Background: an optimization exercise with open tools, aiming at small area and a short achievable clock period. Do not read the settings as production practice.
In this exercise RTL edits were held to simulation tests only and were not proved equivalent to the original.
Power is estimated from default activity; no workload was simulated.

// mk_mac
module mk_mac(CLK,
	      RST_N,
	      put_inp_A_a,
	      EN_put_inp_A,
	      RDY_put_inp_A,
	      put_inp_B_b,
	      EN_put_inp_B,
	      RDY_put_inp_B,
	      put_inp_C_c,
	      EN_put_inp_C,
	      RDY_put_inp_C,
	      put_inp_sel_sel,
	      EN_put_inp_sel,
	      RDY_put_inp_sel,
	      get_mac_op,
	      RDY_get_mac_op);
  input  CLK;
  input  RST_N;
  input  [15 : 0] put_inp_A_a;
  input  EN_put_inp_A;
  output RDY_put_inp_A;
  input  [15 : 0] put_inp_B_b;
  input  EN_put_inp_B;
  output RDY_put_inp_B;
  input  [31 : 0] put_inp_C_c;
  input  EN_put_inp_C;
  output RDY_put_inp_C;
  input  put_inp_sel_sel;
  input  EN_put_inp_sel;
  output RDY_put_inp_sel;
  output [31 : 0] get_mac_op;
  output RDY_get_mac_op;
  assign RDY_put_inp_A = 1'd1;
  assign RDY_put_inp_B = 1'd1;
  assign RDY_put_inp_C = 1'd1;
  assign RDY_put_inp_sel = 1'd1;
  assign RDY_get_mac_op = 1'd1;
  reg [15:0] rg_A, rg_B;
  reg [31:0] rg_C;
  reg        rg_sel;
  ...
For scale: ~2300 cells after synthesis, about 24000 sq um of cells after synthesis.
Settings: LEC_CHECK=0, ABC_AREA=0, CAP_MARGIN=0, CORE_MARGIN=2, CORE_UTILIZATION=65, CTS_CLUSTER_DIAMETER=100, CTS_CLUSTER_SIZE=30, PLACE_DENSITY=0.75, SLEW_MARGIN=0; clock period 9.0 ns.
standard.sh (not shown) runs the stock make flow with config.mk's settings and CLKGATE_MAP_FILE= SYNTH_SCRIPT=/design/flow/synth_recipe.tcl, a recipe that flattens the netlist after the stock synthesis.
==> flow/flow/run.sh <==
#!/bin/bash
# Layout flow: the standard synthesis; then the combinational logic of its
# netlist is re-mapped by ABC with every flip-flop instance (name, cell type,
# connections) kept as it is, and the result is checked equivalent to the
# standard netlist (if the check fails, the standard netlist is used); then
# the standard layout steps, with faster port buffers and a tighter
# timing-repair target.  Each tool writes its own log here.
set -e
W=$(pwd)
ABC_D=9.0          # delay target (ps) for the gate sizing in ABC
bash standard.sh synth > synth.log 2>&1

RES=$(dirname "$(find "$W/orfs/results" -name 1_2_yosys.v | head -1)")
LOGD=$(dirname "$(find "$W/orfs/logs" -name 1_2_yosys.log | head -1)")
OBJ=$(dirname "$(find "$W/orfs/objects" -name abc.constr | head -1)")
LIB="$FLOW_HOME/platforms/$FLOW_PLATFORM/lib/sky130_fd_sc_hd__tt_025C_1v80.lib"
YOSYS=$(command -v yosys || echo "$FLOW_HOME/../tools/install/yosys/bin/yosys")
DU=$(grep -o -- '-dont_use [A-Za-z0-9_]*' "$LOGD/1_2_yosys.log" | sort -u | tr '\n' ' ')
KEEP="=sky130_fd_sc_hd__dfxtp_1 =sky130_fd_sc_hd__edfxtp_1 =sky130_fd_sc_hd__conb_1"
cp "$RES/1_2_yosys.v" "$W/std_netlist.v"

sed -e "s#@LIB@#$LIB#g" -e "s#@KEEP@#$KEEP#g" -e "s#@IN@#$W/std_netlist.v#g" \
    -e "s#@SCRIPT@#$W/flow/resyn.abc#g" -e "s#@DU@#$DU#g" -e "s#@CONSTR@#$OBJ/abc.constr#g" \
    -e "s#@D@#$ABC_D#g" -e "s#@OUT@#$W/resyn_netlist.v#g" flow/resyn.ys.in > resyn.ys
sed -e "s#@LIB@#$LIB#g" -e "s#@GOLD@#$W/std_netlist.v#g" -e "s#@GATE@#$W/resyn_netlist.v#g" \
    flow/equiv.ys.in > equiv.ys

if "$YOSYS" -l resyn.log resyn.ys > /dev/null 2>&1 &&
   "$YOSYS" -l equiv.log equiv.ys > /dev/null 2>&1 &&
   grep -q "Equivalence successfully proven" equiv.log; then
  cp "$W/resyn_netlist.v" "$RES/1_2_yosys.v"
  bash standard.sh synth > synth2.log 2>&1
else
  echo "re-mapping not used" > resyn_skipped.txt
fi

bash standard.sh "BUFFER_PORTS_ARGS=-buffer_cell sky130_fd_sc_hd__buf_2" SETUP_SLACK_MARGIN=6.15 finish > layout.log 2>&1
Other scripts of this flow, unchanged in this note and not shown: flow/flow/equiv.ys.in, flow/flow/resyn.abc, flow/flow/resyn.ys.in
The baseline completed, yet does not pass: antenna violations.
Change:
--- a/flow/design.v
+++ b/flow/design.v
@@ -54,20 +54,28 @@
   wire zA = (eA == 8'd0), zB = (eB == 8'd0);
   wire iA = (eA == 8'd255), iB = (eB == 8'd255);
   wire cls_zi = (iA & zB) | (zA & iB);
   wire [1:0] cls_in = cls_zi ? 2'd0 : (zA | zB) ? 2'd1 : (iA | iB) ? 2'd2 : 2'd3;
   reg [1:0] lc;
   always @(posedge CLK)
     if (!rg_sel) lc <= cls_in;
   wire [7:0] e_sum = (eA + eB + 8'd1) ^ 8'h80;     
-  wire md_i8 = rg_sel;
-  wire md_ua = rg_sel & ~rg_A[7], md_va = rg_sel & rg_A[7];
-  wire md_ub = rg_sel & ~rg_B[7], md_vb = rg_sel & rg_B[7];
-  wire md_w  = ~rg_sel | (rg_A[7] & rg_B[7]);
+  wire nx_sel = EN_put_inp_sel ? put_inp_sel_sel : rg_sel;
+  wire nx_a7  = EN_put_inp_A ? put_inp_A_a[7] : rg_A[7];
+  wire nx_b7  = EN_put_inp_B ? put_inp_B_b[7] : rg_B[7];
+  reg md_i8, md_ua, md_va, md_ub, md_vb, md_w;
+  always @(posedge CLK) begin
+    md_i8 <= nx_sel;
+    md_ua <= nx_sel & ~nx_a7;
+    md_va <= nx_sel & nx_a7;
+    md_ub <= nx_sel & ~nx_b7;
+    md_vb <= nx_sel & nx_b7;
+    md_w  <= ~nx_sel | (nx_a7 & nx_b7);
+  end
   wire mt_1 = (md_i8 & rg_C[5]) ^ (rg_A[0] & rg_B[5]);
   wire mt_2 = (md_i8 & rg_C[5]) & (rg_A[0] & rg_B[5]);
   wire mt_3 = (md_i8 & rg_C[6]) ^ (rg_A[0] & rg_B[6]) ^ (rg_A[1] & rg_B[5]);
   wire mt_4 = ((md_i8 & rg_C[6]) & (rg_A[0] & rg_B[6])) | ((md_i8 & rg_C[6]) & (rg_A[1] & rg_B[5])) | ((rg_A[0] & rg_B[6]) & (rg_A[1] & rg_B[5]));
   wire mt_5 = (rg_A[2] & rg_B[4]) ^ (rg_A[3] & rg_B[3]);
   wire mt_6 = (rg_A[2] & rg_B[4]) & (rg_A[3] & rg_B[3]);
   wire mt_7 = (md_i8 & rg_C[7]) ^ (rg_A[1] & rg_B[6]) ^ (rg_A[2] & rg_B[5]);
   wire mt_8 = ((md_i8 & rg_C[7]) & (rg_A[1] & rg_B[6])) | ((md_i8 & rg_C[7]) & (rg_A[2] & rg_B[5])) | ((rg_A[1] & rg_B[6]) & (rg_A[2] & rg_B[5]));
@@ -800,32 +808,33 @@
   wire lz_c86 = lz_v73 ? lz_c76 : lz_c81;
   wire lz_c87 = lz_v73 ? lz_c77 : lz_c82;
   wire lz_c88 = ~lz_v73;
   wire lz_v = lz_v83;
   wire [4:0] lz_c = {lz_c88, lz_c87, lz_c86, lz_c85, lz_c84};
   wire [4:0] lz = lz_v ? lz_c : 5'd2;
   reg        t6_s;
   reg [7:0]  t6_e;
-  reg [4:0]  t6_l;
+  reg [4:0]  t6_l, t6_ln;          
   reg [27:0] t6_m;
   always @(posedge CLK) begin
     t6_s   <= t5_s;
     t6_e   <= t5_e;                 
     t6_l   <= lz;
+    t6_ln  <= ~lz;
     t6_m   <= t5_m;
   end
   wire [27:0] nm = t6_m << t6_l;
   wire v6 = vld[6];
   reg        t7_s, t7_rnd;
   reg [7:0]  t7_e;
   reg [22:0] t7_f;
   always @(posedge CLK) begin
     t7_s   <= v6 & t6_s;
-    t7_e   <= ~v6 ? 8'd0 : t6_e + {3'b111, ~t6_l};    
+    t7_e   <= ~v6 ? 8'd0 : t6_e + {3'b111, t6_ln};    
     t7_f   <= ~v6 ? 23'd0 : nm[26:4];
     t7_rnd <= v6 & nm[3] & (nm[4] | (nm[2:0] != 3'd0));
   end
   wire ri_g1 = 1'b0 | (t7_f[1] & (t7_rnd & t7_f[0]));
   wire ri_p2 = t7_f[1] & t7_f[0];
   wire ri_g3 = 1'b0;
   wire ri_p4 = t7_f[3] & t7_f[2];
   wire ri_g5 = 1'b0;
The new run passed the timing, design-rule and antenna checks.
Sequential share of layout area goes up by 0.99 points.
Worst hold slack is better by 0.0047 ns.
Synthesized cell count goes up slightly.
Total power stays flat.
Wire length goes down by a few percent.
Setup slack is better by 0.062 ns.
Design area goes down slightly.
Critical path depth goes down by 9.
Sequential power goes up slightly.
Die area goes up slightly.
Non-clock buffer count goes down by 18.

-- re-timing with driven ports --
The flow's constraints put no driver on any port. The routed layouts listed below were extracted and timed again, unchanged, in two steps. Step 1 assumes that a clkbuf_16 drives the clock port and a buf_2 every other input. Step 2 moves the port delays by t, midway between the first and last clock arrival at a register: inputs arrive t later, outputs are due t later. That takes back most of the time a late clock gives input paths. a / b / c = ideal ports / drivers / drivers and shift; a / b = the first two.
run | t, ns | slack for setup (ns) | worst register clock-pin slew, ns | worst data-port slew with drivers (ns)
the first run | 0.625 | 6.090 / 6.076 / 6.090 | 0.11 / 0.11 | 0.04
the second run | 0.631 | 6.152 / 6.097 / 6.143 | 0.11 / 0.11 | 0.04
For the second run, which loses most, drivers alone change the setup slack by -0.055 ns; drivers and shift together by -0.009 ns.
